What follows belongs to an exercise in optimizing a design on an open flow for small area, a short achievable clock period and few clock cycles per item; a production flow would make more cautious choices. At most, simulation tests tie the RTL to the original design; equivalence was not proved. No functional check of the RTL was part of run 1. Power is estimated from default activity; no workload was simulated.

## flow/design.v (module list and top-level ports; edited modules follow where they fit)
// module COMP_Control: 1091 lines
// module FA: 4 lines
// module FAX: 4 lines
// module XOR3: 3 lines
// module MAJ3: 3 lines
// module KMUX: 3 lines
// module AOI21: 3 lines
// module OAI21: 3 lines
// module NAND2: 3 lines
// module NOR2: 3 lines
// module XOR2: 3 lines
// module XNOR2: 3 lines
module COMP_Control(
    input clock,
    input rst,
    input start_trigger,
    input reset_act,
    input reset_data,
    input signed [15:0] K0,
    input signed [15:0] K1,
    input signed [15:0] K2,
    input signed [17:0] setPoint,
    input signed [17:0] data,
    output reg busy,
    output wire signed [15:0] COMP_output
    );
  // ...
==> flow/flow/run.sh <==
#!/bin/bash
# The standard layout (standard.sh: the standard flow's synthesis, floorplan, placement,
# CTS, routing) at the design's clock period and constraints, with two
# changes to how hard the resizer works:
#  - repair_timing aims for a setup slack of SETUP_MARGIN ns instead of 0,
#    so the critical paths get sized and buffered although the 12 ns clock
#    would already be met;
#  - the port buffers are buf_2 cells rather than the resizer's pick.
set -euo pipefail
cd "$(dirname "$0")/.."
SETUP_MARGIN=$(cat flow/setup_margin.txt)
bash standard.sh "SETUP_SLACK_MARGIN=$SETUP_MARGIN" \
  "BUFFER_PORTS_ARGS=-buffer_cell sky130_fd_sc_hd__buf_2" finish > standard_make.log 2>&1
==> flow/flow/setup_margin.txt <==
6.0
==> flow/standard.sh <==
#!/bin/bash
# synth_recipe.tcl (not shown) runs the flow's synth.tcl, then flattens the netlist and writes it again
# the make line also repeats each setting of config.mk as NAME=value (left out here)
make -C /OpenROAD-flow-scripts/flow DESIGN_CONFIG=/design/flow/config.mk WORK_HOME=/design/flow/orfs CLKGATE_MAP_FILE= SYNTH_SCRIPT=/design/flow/synth_recipe.tcl "${@:-finish}"
==> flow/config.mk <==
export PLATFORM = sky130hd
export DESIGN_NAME = COMP_Control
export DESIGN_NICKNAME = COMP_Control
export VERILOG_FILES = /design/flow/design.v
export SDC_FILE = /design/flow/constraint.sdc
export NUM_CORES = 4
export LEC_CHECK = 0
export CAP_MARGIN = 20
export CORE_MARGIN = 2
export CORE_UTILIZATION = 40
export CTS_BUF_LIST = sky130_fd_sc_hd__clkbuf_8
export SLEW_MARGIN = 20
export SYNTH_HIERARCHICAL = 1
export SYNTH_MINIMUM_KEEP_SIZE = 0
==> flow/constraint.sdc <==
create_clock -name core_clock -period 12.0 [get_ports {clock}]
set_input_delay 2.4000 -clock core_clock [delete_from_list [all_inputs] [get_ports {clock}]]
set_output_delay 2.4000 -clock core_clock [all_outputs]
set_load 0.01 [all_outputs]
==> results.txt, run 1 <==
status finished clean; switching power total 0.9629 mW; clock buffer count from CTS 17; Pwr top combinational cells; WL/cell 17.90 um; met1 Track Usage GR 0.2813; Synth Instances 1640; initial antenna violation count 0; hpwl dp 29.86 mm; Final Core Density 0.4524; Avg Vias per Cell 5.189; Root Driver clkbuf_8; most common cell after layout, fill and taps aside xnor2_1; synth unique cells 52; Max Freq 169.9 MHz; sequential share of cell area 0.1779; Tap Cells 511; fin cells 2221; clock network power 0.422 mW; most used routing layer met2; maxcap violations 0; P_comb 1.21 mW; Top class by area multi-input combinational cells; Yosys reg bits 152; XOR/XNOR share of the synthesized area 0.1349; final hold slack 446.7 ps; P_leak 6.678 nW; CLK BUF 19; clock skew 16.16 ps; global-route usage over all layers 0.2023; Signal inverters 65; met3 GRT Util 0.02971; Clock Sinks 152; arrival time worst endpoint 6260 ps; multi-input combinational area share 0.6987; VDD IR-drop max 0.06585 mV; prevailing post-synth register cell dfxtp_1; Least-Margin Pin Slew 1026 ps; DR WL met3 1.897 mm
==> inputs of run 2 (changes only) <==
--- a/flow/design.v
+++ b/flow/design.v
@@ -14,19 +14,18 @@
     );
     reg [18:0] e0, e1;
     reg [47:0] S, C;
     reg [15:0] Kr;
     reg sB, sC;    
     wire load = start_trigger & ~busy & ~reset_act & ~rst;
     wire clr_all = rst | (reset_act & reset_data);
     wire [18:0] diff = {setPoint[17], setPoint} - {data[17], data};
-    wire go = start_trigger & ~reset_act;
-    wire [15:0] Km;
-    KMUX umA (.busy(busy), .go(go), .kr(Kr), .k2(K2), .y(Km));
+    wire [15:0] Km = busy ? Kr : K2;
+    wire acc_en = load | busy;
     wire d0_one = e1[0] ^ 1'b0;
     wire d0_two = (e1[1] & ~e1[0] & ~1'b0) | (~e1[1] & e1[0] & 1'b0);
     wire d0_neg = (e1[1] & ~(e1[0] & 1'b0)) ^ sB;
     wire d0_pp0 = ((d0_one & Km[0])) ^ d0_neg;
     wire d0_pp1 = ((d0_one & Km[1]) | (d0_two & Km[0])) ^ d0_neg;
     wire d0_pp2 = ((d0_one & Km[2]) | (d0_two & Km[1])) ^ d0_neg;
     wire d0_pp3 = ((d0_one & Km[3]) | (d0_two & Km[2])) ^ d0_neg;
     wire d0_pp4 = ((d0_one & Km[4]) | (d0_two & Km[3])) ^ d0_neg;
@@ -1070,18 +1069,20 @@
             sC <= sB;
         end
         if (clr_all) begin
             S <= 48'd0;
             C <= 48'd0;
             e0 <= 19'd0;
             e1 <= 19'd0;
         end else begin
-            S <= S_n;
-            C <= C_n;
+            if (acc_en) begin
+                S <= S_n;
+                C <= C_n;
+            end
             if (reset_act) begin
                 e0 <= 19'd0;
             end else if (load) begin
                 e0 <= diff;
                 e1 <= e0;
             end else if (busy) begin
                 e0 <= e1;
                 e1 <= e0;
@@ -1098,19 +1099,16 @@
     MAJ3 um (.a(a), .b(b), .c(c), .y(co));
 endmodule
 module XOR3(input a, input b, input c, output y);
     assign y = a ^ b ^ c;
 endmodule
 module MAJ3(input a, input b, input c, output y);
     assign y = (a & b) | (a & c) | (b & c);
 endmodule
-module KMUX(input busy, input go, input [15:0] kr, input [15:0] k2, output [15:0] y);
-    assign y = busy ? kr : (k2 & {16{go}});
-endmodule
 module AOI21(input a, input b, input c, output y);    
     assign y = ~(a | (b & c));
 endmodule
 module OAI21(input a, input b, input c, output y);    
     assign y = ~(a & (b | c));
 endmodule
 module NAND2(input a, input b, output y);
     assign y = ~(a & b);
==> run 2 against run 1 <==
Compared with the run above: sequential share of layout area shrank 0.20 points; highest routed layer unchanged; still clean on timing, DRC and antenna; sequential power decreased by 15%; sequential cell count did not move.
==> results.txt, run 2 <==
status finished clean (unchanged); critical path's largest stage delay 500 ps (was 560 ps); synth unique cells 61 (was 52); critical path type in2reg (unchanged); global-route usage over all layers 0.2181 (was 0.2023); Worst R2R End C[20] (was C[19]); Setup Viol. Count Final 0 (unchanged); worst min-delay path category reg2reg (unchanged); hold-fix buffers at CTS 0 (unchanged); slowest stage cell, crit path fa_1 (unchanged); P_leak 6.495 nW (was 6.678 nW); flop2flop setup slack 7130 ps (was 6980 ps); Synth area leader fa_1 (unchanged); Top Layer Used met4 (unchanged); layout cell share with drive strength beyond 1 0.1312 (was 0.1744); CTS clk-pin slew, worst paths 100 ps (was 90 ps); setup_tns 0 ps (unchanged); Initial Util 0.4045 (was 0.4082); crit-path cells buf_2, mux2_2, xor2_1, a2bb2oi_1, xnor2_1, fa_1, fa_1, fa_1, fa_1, fa_1, nand2_1, a21oi_1 (was buf_2, nor2b_4, nor2b_4, buf_12, buf_4, a22o_4, a22oi_1, xnor2_1, fa_1, fa_2, fa_2, fa_1, fa_1, and2_1); drt first pass iters 5 (unchanged); Least-Margin Pin Slew 1095 ps (was 1026 ps); Synth Instances 1819 (was 1640); CTS tree done (unchanged); prevailing post-synth register cell dfxtp_1 (unchanged); Cell Rows 73 (was 71); Yosys reg bits 152 (unchanged); fraction of registers with async set/reset 0 (unchanged); CP Data Required Time 12440 ps (was 12370 ps); die width 204.4 um (was 200.5 um); worst r2r src e1[5] (was e1[1]); GP Congestion 0.8918 (was 0.8555); Worst Path Buf+Inv 1 (was 3); most frequent CP cell fa_1 (unchanged); DR WL met3 2.638 mm (was 1.897 mm); largest family of logic cells by synthesized area adder cells (unchanged); Worst path depth 12 (was 14); Seq/Total Area, Yosys 0.1893 (was 0.1970); most common cell after layout, fill and taps aside nand2_1 (was xnor2_1); Post-CTS Setup Bufs 0 (was 4); clock skew 13.87 ps (was 16.16 ps); crit start category input pin (unchanged); slew margin rel. 0.2703 (was 0.3157); clock buffer count from CTS 17 (unchanged); Max Buffers Root-to-Sink 2 (unchanged); Post-Synth Adder-Cell Area 0.3026 (was 0.3147); later-pin clock latency in the skew report 510 ps (was 470 ps); Avg Vias per Cell 5.343 (was 5.189); number of global-route vias before repair 13060 (was 11670); final WL 43.45 mm (was 39.75 mm); met1 WL 19.54 mm (was 18.37 mm); VDD IR-drop max 0.06172 mV (was 0.06585 mV); post-synthesis cell area 16070 um2 (was 15450 um2); CP Launch Point K2[14] (was reset_act); multiplexer share of the synthesized area 0.02818 (was 0.01887); Clock Sinks 152 (unchanged); Worst setup EP type register (unchanged); number of synthesized flops with an enable pin 0 (unchanged); PostCTS Resize Cnt 0 (was 14); GRT overflow 0 (unchanged); share of Yosys cell area claimed by the top area cell type 0.2628 (was 0.2734); maxcap violations 0 (unchanged); final worst path period share 0.4705 (was 0.4905); compound-gate portion of the synthesized area 0.1715 (was 0.1478); Power Density 114.0 nW/um2 (was 138.0 nW/um2); Root Driver clkbuf_8 (unchanged); Port Buffer Count 105 (unchanged); first-pass GRT wire length 71.38 mm (was 64.40 mm); Area contributors post-synth fa_1 (26%), dfxtp_1 (19%), xnor2_1 (11%) (was fa_1 (27%), dfxtp_1 (20%), xnor2_1 (12%)); Ys Warns 7 (unchanged); Max Freq 177.1 MHz (was 169.9 MHz); most frequent cells in the layout nand2_1 (355), fa_1 (211), xnor2_1 (205), dfxtp_1 (150), a21oi_1 (143) (was xnor2_1 (209), fa_1 (190), nand2_1 (164), dfxtp_1 (150), nor2_1 (112)); unrepaired setup endpoints after global routing false (unchanged); post-route ant nets 0 (unchanged); CP max FO 19 (was 14); Max Slew Vio Count 0 (unchanged); XOR/XNOR share of the synthesized area 0.1291 (was 0.1349); synthesis-to-finish area growth 7.747% (was 10.83%); fin nets 2205 (was 2048); most common cell in the netlist nand2_1 (was fa_1); worst r2r path cells 12 (unchanged); Mean Syn Cell Area 8.835 um2 (was 9.420 um2); most frequent cells after synthesis nand2_1 (355), fa_1 (211), xnor2_1 (205) (was fa_1 (211), xnor2_1 (209), nand2_1 (164)); biggest regs C: 48 flops, S: 48 flops (unchanged); Clock H-tree levels 4 (unchanged); final hold violation count 0 (unchanged); Die Area 41800 um2 (was 40210 um2); arrival time worst endpoint 6080 ps (was 6260 ps); initial antenna violation count 1 (was 0); DIE HEIGHT 204.4 um (was 200.5 um); via count 12790 (was 11530); total core area 39730 um2 (was 37840 um2); Critical path destination C[15] (was C[19]); Final Core Density 0.4358 (was 0.4524); DR DRC count 0 (unchanged); largest net degree at the start of global routing 98 (was 96); met2 wire len 20.18 mm (was 18.64 mm); drt initial violations 831 (was 771); Synth Area in Simple Gates 0.1334 (was 0.1383); Min Clock Period, post-route 5646 ps (was 5886 ps); WL/cell 18.16 um (was 17.90 um); hpwl dp 32.24 mm (was 29.86 mm); Top delay family on crit path adder cells (unchanged); I/O pin cnt 106 (unchanged)
==> run 2: cell types whose count changed after synthesis, sizes merged, moves of 12 or more <==
cell,previous run,this run
clkbuf,72,60
a21oi,93,175
buf,36,51
nand2,164,355
nor3b,18,0
a22o,14,0
a2bb2oi,0,14
mux2,17,34
and2,95,0
==> run 2: worst min-delay path by stage <==
stage	from	end	slack, ps	depth (start not counted)
floorplan	e0[10]	e1[10]	430	2
global route	e0[12]	e1[12]	470	2
global placement	e0[3]	e1[3]	440	2
detailed placement	e0[16]	e1[16]	440	2
CTS	e0[12]	e1[12]	440	2
finish	e0[12]	e1[12]	440	2
==> run 2: cells by family after synthesis <==
family                     Yosys count
AOI/OAI and AO/OA                  428
buffers and inverters              173
and+or+nand+nor                    529
adders and majority gates          262
muxes                               38
other                                1
xor gates and xnor gates           236
DFF                                152
==> run 2: Yosys stat by module (local to each module, per instance) <==
module	flops+latches	copies in the design	cells inside
COMP_Control	152	1	1370
FA	0	210	1
AOI21	0	31	1
OAI21	0	54	1
NAND2	0	72	1
NOR2	0	82	1
==> run 2: report_power, final <==
group / internal, mW / switching, mW
Combinational: 0.420 / 0.517
Sequential: 0.552 / 0.0712
Clock: 0.178 / 0.237
Total: 1.15 / 0.825
==> run 2: routing by layer <==
| layer | vias to the layer above | global-route usage |
|---|---|---|
| li1 | 6125 | - |
| met3 | 58 | 0.03938 |
| met5 | - | 0 |
| met4 | 0 | 0.07583 |
| met1 | 6212 | 0.2988 |
| met2 | 390 | 0.3462 |
==> run 2: worst reg2reg max path, stage by stage (launching register included) <==
cell,delay [ps]
dfxtp_1,530
ha_1,210
nor2b_1,50
xnor2_1,640
inv_2,460
xnor2_1,280
fa_1,480
fa_1,500
fa_1,470
fa_1,470
fa_1,500
nand2_1,50
a21oi_1,180
==> run 2: area by class of cell <==
| type | instances | area (um2) |
|---|---|---|
| Antenna cell | 1 | 2.502 |
| Clock buffer | 18 | 247.7 |
| Clock inverter | 14 | 152.6 |
| Fill cell | 3912 | 22420 |
| Inverter | 62 | 232.7 |
| Multi-Input combinational cell | 1500 | 12330 |
| Sequential cell | 152 | 3045 |
| Tap cell | 525 | 656.9 |
| Timing Repair Buffer | 121 | 645.6 |
==> run 2: stage by stage <==
stage | hold WS (ps) | std cells | power [mW] | setup WS (ps) | cell area, um2
2_1_floorplan | 427.4 | 1825 | 1.333 | 6250 | 16090
3_3_place_gp | 435.7 | 2360 | 1.559 | 5902 | 16910
3_5_place_dp | 442.6 | 2360 | 1.575 | 5873 | 16910
4_1_cts | 443.4 | 2392 | 2.001 | 6412 | 17310
5_1_grt | 468.6 | 2393 | 2.170 | 6212 | 17320
6_report | 437.9 | 2393 | 1.975 | 6354 | 17320
Testbench counts of run 2, summed over its fixed seeds: cycles 72,000, items 24,000.
==> inputs of run 3 (changes only) <==
--- a/flow/flow/run.sh
+++ b/flow/flow/run.sh
@@ -6,8 +6,8 @@
 #    so the critical paths get sized and buffered although the 12 ns clock
 #    would already be met;
-#  - the port buffers are buf_2 cells rather than the resizer's pick.
+#  - the port buffers are buf_1 cells rather than the resizer's pick.
 set -euo pipefail
 cd "$(dirname "$0")/.."
 SETUP_MARGIN=$(cat flow/setup_margin.txt)
 bash standard.sh "SETUP_SLACK_MARGIN=$SETUP_MARGIN" \
-  "BUFFER_PORTS_ARGS=-buffer_cell sky130_fd_sc_hd__buf_2" finish > standard_make.log 2>&1
+  "BUFFER_PORTS_ARGS=-buffer_cell sky130_fd_sc_hd__buf_1" finish > standard_make.log 2>&1
==> run 3 against run 2 <==
Compared with the run above: final cell count barely moved; worst hold slack improved by 18 ps; largest power group unchanged; design area fell by 0.48%; utilization fell by 0.21 points; global-route usage rose by 0.16 points; sequential power barely moved.
==> results.txt, run 3 <==
status finished clean (unchanged); flop2flop setup slack 7030 ps (was 7130 ps); register area 3045 um2 (unchanged); Fill cells 3919 (was 3912); VDD IR-drop max 0.06452 mV (was 0.06172 mV); Max Freq 177.5 MHz (was 177.1 MHz); Max Buffers Root-to-Sink 2 (unchanged); clock skew 23.67 ps (was 13.87 ps); crit start category input pin (unchanged); Final Core Density 0.4337 (was 0.4358); biggest regs C: 48 flops, S: 48 flops (unchanged); initial antenna violation count 1 (unchanged); Max Slew Vio Count 0 (unchanged); Die Area 41800 um2 (unchanged); Cell Rows 73 (unchanged); hpwl dp 32.33 mm (was 32.24 mm); largest net degree at the start of global routing 98 (unchanged); drt initial violations 940 (was 831); clock buffer count from CTS 17 (unchanged); worst r2r path cells 13 (was 12); Design Area, Final 17230 um2 (was 17320 um2); worst min-delay path category reg2reg (unchanged); total core area 39730 um2 (unchanged); synthesis-to-finish area growth 7.233% (was 7.747%); DIE HEIGHT 204.4 um (unchanged); PostCTS Resize Cnt 0 (unchanged); post-route ant nets 0 (unchanged); synth unique cells 61 (unchanged); Worst setup EP type register (unchanged); I/O pin cnt 106 (unchanged); Synth area leader fa_1 (unchanged); CTS clk-pin slew, worst paths 110 ps (was 100 ps); first-pass GRT wire length 71.95 mm (was 71.38 mm); Yosys reg bits 152 (unchanged); post-synthesis cell area 16070 um2 (unchanged); maxcap violations 0 (unchanged); Post-DP Area 16790 um2 (was 16910 um2); number of global-route vias before repair 13220 (was 13060); Clock H-tree levels 4 (unchanged); fraction of registers with async set/reset 0 (unchanged); CP Data Required Time 12440 ps (about the same); final WL 43.78 mm (was 43.45 mm); Least-Margin Pin Slew 1101 ps (was 1095 ps); Initial Util 0.4045 (unchanged); number of synthesized flops with an enable pin 0 (unchanged); CP max FO 19 (unchanged); Power Density 114.2 nW/um2 (was 114.0 nW/um2); GP Congestion 0.8814 (was 0.8918); via count 12920 (was 12790); most common cell after layout, fill and taps aside nand2_1 (unchanged); Multi-input gate area 12330 um2 (unchanged); share of Yosys cell area claimed by the top area cell type 0.2628 (unchanged); final hold violation count 0 (unchanged); Ys Warns 7 (unchanged); Port Buffer Count 105 (unchanged); Root Driver clkbuf_8 (unchanged); drt first pass iters 8 (was 5); CP Launch Point K2[14] (unchanged); P_leak 6.201 nW (was 6.495 nW); Seq/Total Area, Yosys 0.1893 (unchanged); prevailing post-synth register cell dfxtp_1 (unchanged); WL/cell 18.28 um (was 18.16 um); most frequent cells after synthesis nand2_1 (355), fa_1 (211), xnor2_1 (205) (unchanged); DR DRC count 0 (unchanged); global-route usage over all layers 0.2197 (was 0.2181); slew margin rel. 0.2659 (was 0.2703); final worst path period share 0.4694 (was 0.4705); most frequent cells in the layout nand2_1 (355), fa_1 (211), xnor2_1 (205), dfxtp_1 (150), a21oi_1 (143) (unchanged); Setup Viol. Count Final 0 (unchanged); CTS tree done (unchanged); worst r2r src e1[1] (was e1[5]); critical path type in2reg (unchanged); later-pin clock latency in the skew report 520 ps (was 510 ps); final worst slack 6367 ps (was 6354 ps); most common cell in the netlist nand2_1 (unchanged); hold-fix buffers at CTS 0 (unchanged); fin nets 2207 (was 2205); Clock Sinks 152 (unchanged); Post-Place Worst Slack 5817 ps (was 5873 ps); Tot Pwr 1.969 mW (was 1.975 mW); Synth Instances 1819 (unchanged); setup_tns 0 ps (unchanged); Avg Vias per Cell 5.396 (was 5.343); die width 204.4 um (unchanged); Post-CTS Setup Bufs 0 (unchanged); GRT overflow 0 (unchanged); unrepaired setup endpoints after global routing false (unchanged); arrival time worst endpoint 6080 ps (about the same); Critical path destination C[16] (was C[15]); layout cell share with drive strength beyond 1 0.07598 (was 0.1312); Area contributors post-synth fa_1 (26%), dfxtp_1 (19%), xnor2_1 (11%) (unchanged); Min Clock Period, post-route 5633 ps (was 5646 ps); Worst R2R End C[20] (unchanged); Mean Syn Cell Area 8.835 um2 (unchanged)
==> run 3: cell counts after synthesis <==
No cell type changed its count.
==> run 3: final cells by class <==
cell class              count  share of cell area
repair buffers            123             0.03187
flip-flops and latches    152              0.1767
clock buffers              17             0.01358
diodes                      1           0.0001452
multi-input cells        1500              0.7156
inverters                  62             0.01350
clock inverters            15             0.01046
well taps                 525             0.03812
==> run 3: where the power goes <==
part	switching (mW)	internal, mW
clock network	0.252	0.159
registers	0.0707	0.552
logic	0.523	0.412
==> run 3: per-layer routing <==
| metal | routed length (um) | GRT usage | part of all wire |
|---|---|---|---|
| met5 | 0 | 0 | 0 |
| met4 | 1394 | 0.08903 | 0.032 |
| met3 | 2590 | 0.04066 | 0.059 |
| met2 | 20070 | 0.3460 | 0.46 |
| met1 | 19720 | 0.2977 | 0.45 |
==> run 3: metrics by stage <==
step	std cells	hold WS, ps
after floorplan	1825	427.4
after global placement	2361	434.3
after detailed placement	2361	441.1
after CTS	2393	459.6
after global routing	2395	479.5
final	2395	455.7
==> run 3: modules after synthesis, one instance, submodules excluded <==
module | flops+latches | cell area (um2)
AOI21 | 0 | 8.758
OAI21 | 0 | 5.005
NOR2 | 0 | 3.754
NAND2 | 0 | 3.754
FA | 0 | 20.02
COMP_Control | 152 | 10750
==> run 3: worst min path at each step <==
| stage | start | endpoint | slack [ps] | cells past startpoint |
|---|---|---|---|---|
| after floorplan | e0[10] | e1[10] | 430 | 2 |
| after CTS | e0[13] | e1[13] | 460 | 2 |
| after detailed placement | e0[8] | e1[8] | 440 | 2 |
| after global routing | e0[7] | e1[7] | 480 | 2 |
| final | e0[7] | e1[7] | 460 | 2 |
| after global placement | e0[5] | e1[5] | 430 | 2 |
==> run 3: cell families after synthesis <==
kind of cell / after synthesis / share of synthesized area
and+or+nand+nor: 529 / 0.1334
AOI/OAI and AO/OA: 428 / 0.1715
adders and majority gates: 262 / 0.3026
xor gates and xnor gates: 236 / 0.1291
buffers and inverters: 173 / 0.04562
DFF: 152 / 0.1893
muxes: 38 / 0.02818
other: 1 / 0.0002333
==> run 3: worst max-delay path: stages <==
cell and delay [ps]:
buf_1 70, mux2_2 440, xor2_1 210, a2bb2oi_1 220
xnor2_1 220, fa_1 510, fa_1 420, fa_1 420
fa_1 470, fa_1 500, nand2_1 50, a21oi_1 140

## port drivers added, routing unchanged
The results above use ideal ports. As a check the final layouts listed here were re-extracted and re-timed, cells and wires unchanged. Step 1: set_driving_cell puts a clkbuf_16 on clock and a buf_2 on each other input, an assumption about the parent block. Step 2 also shifts input and output timing later by t, the mid clock arrival at the registers, as if the neighbouring blocks saw the same clock. Three values: no drivers, after step 1, after step 2; two values: the first two.
run	shift t [ns]	setup slack, ns	latest minus earliest clock arrival (ns)
run 1	0.519	6.114 / 6.134 / 5.615	0.016 / 0.016
run 2	0.556	6.354 / 6.384 / 5.828	0.014 / 0.015
run 3	0.556	6.367 / 6.396 / 5.840	0.024 / 0.024
After both steps setup and hold are still met in every run listed. The setup slack of run 3, which loses most, moves by +0.029 ns with the drivers and by -0.527 ns with both steps.
